What follows belongs to an exercise in optimizing a design on an open flow for small area, a short achievable clock period and few clock cycles per item; a production flow would make more cautious choices.

job 8007:
// sha_256
module sha_256(
    input wire i_clk,
    input wire i_rst,
    input wire i_enable,
    input [511:0] i_data,
    input [7:0] i_N,
    output reg [255:0] o_data,
    output reg o_done
);
    localparam [255:0] IV = {32'h6a09e667, 32'hbb67ae85, 32'h3c6ef372, 32'ha54ff53a,
                             32'h510e527f, 32'h9b05688c, 32'h1f83d9ab, 32'h5be0cd19};
    reg  [5:0]  k;        
    reg         fin;      
    reg         first;    
    reg  [7:0]  nrem;     
    reg         is_new;   
    reg  [31:0] a, b, c, d, e, f, g, h;
    reg  [31:0] hk;       
    reg  [31:0] kq;       
    wire busy   = ~o_done;
    wire [7:0] nrem_n = is_new ? i_N : nrem - 8'd1;
    wire hsh    = busy & ((k[5:1] == 5'b11111) | (k == 6'd0));
    wire [31:0] w;
    wire [31:0] k_j;
    sha256_scheduler u_scheduler (
        .clk(i_clk),
        .i_block(i_data),
        .k(k),
        .W_out(w)
    );
    sha256_functions u_functions (
        .j(k),
        .k_j(k_j)
    );
    function [31:0] CH(input [31:0] x, y, z);
        CH = (x & y) ^ (~x & z);
    endfunction
    function [31:0] MAJ(input [31:0] x, y, z);
        MAJ = (x & y) ^ (x & z) ^ (y & z);
    endfunction
    function [31:0] SIG0(input [31:0] x);
        SIG0 = {x[1:0], x[31:2]} ^ {x[12:0], x[31:13]} ^ {x[21:0], x[31:22]};
    endfunction
    function [31:0] SIG1(input [31:0] x);
        SIG1 = {x[5:0], x[31:6]} ^ {x[10:0], x[31:11]} ^ {x[24:0], x[31:25]};
    endfunction
    wire [31:0] s1 = SIG1(e);
    wire [31:0] ch = CH(e, f, g);
    wire [31:0] s0 = SIG0(a);
    wire [31:0] mj = MAJ(a, b, c);
    function [31:0] FS(input [31:0] x, y, z);
        FS = x ^ y ^ z;
  ...
==> flow/config.mk <==
export PLATFORM = sky130hd
export DESIGN_NAME = sha_256
export DESIGN_NICKNAME = sha_256
export VERILOG_FILES = /design/flow/design.v
export SDC_FILE = /design/flow/constraint.sdc
export NUM_CORES = 4
export LEC_CHECK = 0
export CAP_MARGIN = 20
export CORE_MARGIN = 2
export CORE_UTILIZATION = 40
export SLEW_MARGIN = 20
==> flow/constraint.sdc <==
create_clock -name core_clock -period 10.0 [get_ports {i_clk}]
set_input_delay 2.0000 -clock core_clock [delete_from_list [all_inputs] [get_ports {i_clk}]]
set_output_delay 2.0000 -clock core_clock [all_outputs]
set_load 0.01 [all_outputs]
standard.sh (not shown) runs the stock make flow with config.mk's settings and CLKGATE_MAP_FILE= SYNTH_SCRIPT=/design/flow/synth_recipe.tcl, a recipe that flattens the netlist after the stock synthesis.
==> flow/flow/run.sh <==
#!/bin/bash
# Own layout flow: the standard ORFS flow with a few settings changed.
#  - ports are buffered with a plain buffer instead of the delay buffer the
#    resizer picks by default
set -euo pipefail
export BUFFER_PORTS_ARGS="-buffer_cell sky130_fd_sc_hd__buf_1"
export SETUP_SLACK_MARGIN=6
export ADDER_MAP_FILE=
bash standard.sh > standard_flow.log 2>&1
Relative to job 8007, the following input files were edited for job 7863:
- an added ABC_AREA of 1
-- flow/flow/run.sh --
<<< job 8007, line 6
export BUFFER_PORTS_ARGS="-buffer_cell sky130_fd_sc_hd__buf_1"
export SETUP_SLACK_MARGIN=6
export ADDER_MAP_FILE=
>>> job 7863, line 6
export BUFFER_PORTS_ARGS="-buffer_cell sky130_fd_sc_hd__buf_1"
export SETUP_SLACK_MARGIN=6.5
export ADDER_MAP_FILE=
Notes after the runs:
Relative to job 8007, final cell count has increased by 33% in job 7863. Compared with job 8007, job 7863 shows a higher sequential share of layout area. Job 8007 → job 7863: total length of routed wires rose by 23%, critical path depth fell by 10. Worst-path cell with the longest stage delay = sky130_fd_sc_hd__a21oi_1: job 7863; worst-path cell with the longest stage delay = sky130_fd_sc_hd__or4_4: job 8007. Worst hold slack (job 7863 over job 8007): decrease, 25 ps.
> inputs changed (job 7863 -> job 4802)
- ABC_AREA: 1 -> unset
-- flow/flow/run.sh --
<<< job 7863, line 6
export BUFFER_PORTS_ARGS="-buffer_cell sky130_fd_sc_hd__buf_1"
export SETUP_SLACK_MARGIN=6.5
export ADDER_MAP_FILE=
bash standard.sh > standard_flow.log 2>&1
>>> job 4802, line 6
export BUFFER_PORTS_ARGS="-buffer_cell sky130_fd_sc_hd__buf_1"
export SETUP_SLACK_MARGIN=6

bash standard.sh > standard_flow.log 2>&1
==> notes.md <==
Against job 7863 as the reference, job 4802 delivers a lower summed area of non-filler cells in the final layout.
Higher hold slack was reported by job 4802, not job 7863.
Compare job 7863 and job 4802 | number of standard-cell rows in the floorplan lower: job 4802
Job 4802 against job 7863: number of clock-tree buffers in the layout fell by 3, number of non-clock buffers now sits higher, placement-stage worst setup slack fell 1610 ps, number of cells in the design after placement now sits lower.
Leading cell type in the layout, fill and taps excluded: sky130_fd_sc_hd__buf_1 -> job 4802, sky130_fd_sc_hd__nand2_1 -> job 7863
Job 4802 vs. job 7863: share of post-route cells with drive strength above 1 went up by 6.4 points.
Delta (job 4802 minus job 7863): placed standard-cell area lost 0.0042 sq mm, logic depth of the worst register-to-register path picked up an extra 7.
No functional check of the RTL was part of any run of this note.

[afterwards: timing with drivers on the ports]
The results above use ideal ports. As a check the final layouts listed here were re-extracted and re-timed, cells and wires unchanged. Step 1, drivers: a clkbuf_16 drives i_clk and a buf_2 each remaining input, both assumed. Step 2 times the ports against the registers' clock, not the clock port: input delays grow and output delays shrink by t, the midpoint of the rising clock arrivals with the driver on. Slacks: ideal / step 1 / step 2; pairs: ideal / step 1.
run | t (ns) | slack for setup (ns) | latest minus earliest clock arrival (ns) | worst slew at a driven data input, ns
job 8007 | 0.818 | 5.148 / 5.148 / 5.148 | 0.073 / 0.073 | 0.31
job 7863 | 0.826 | 6.305 / 6.305 / 5.930 | 0.053 / 0.053 | 0.35
job 4802 | 0.795 | 4.921 / 4.921 / 4.921 | 0.044 / 0.045 | 0.29
After both steps setup and hold are still met in every run listed. The setup slack of job 7863, which loses most, moves by 0.000 ns with the drivers and by -0.375 ns with both steps.
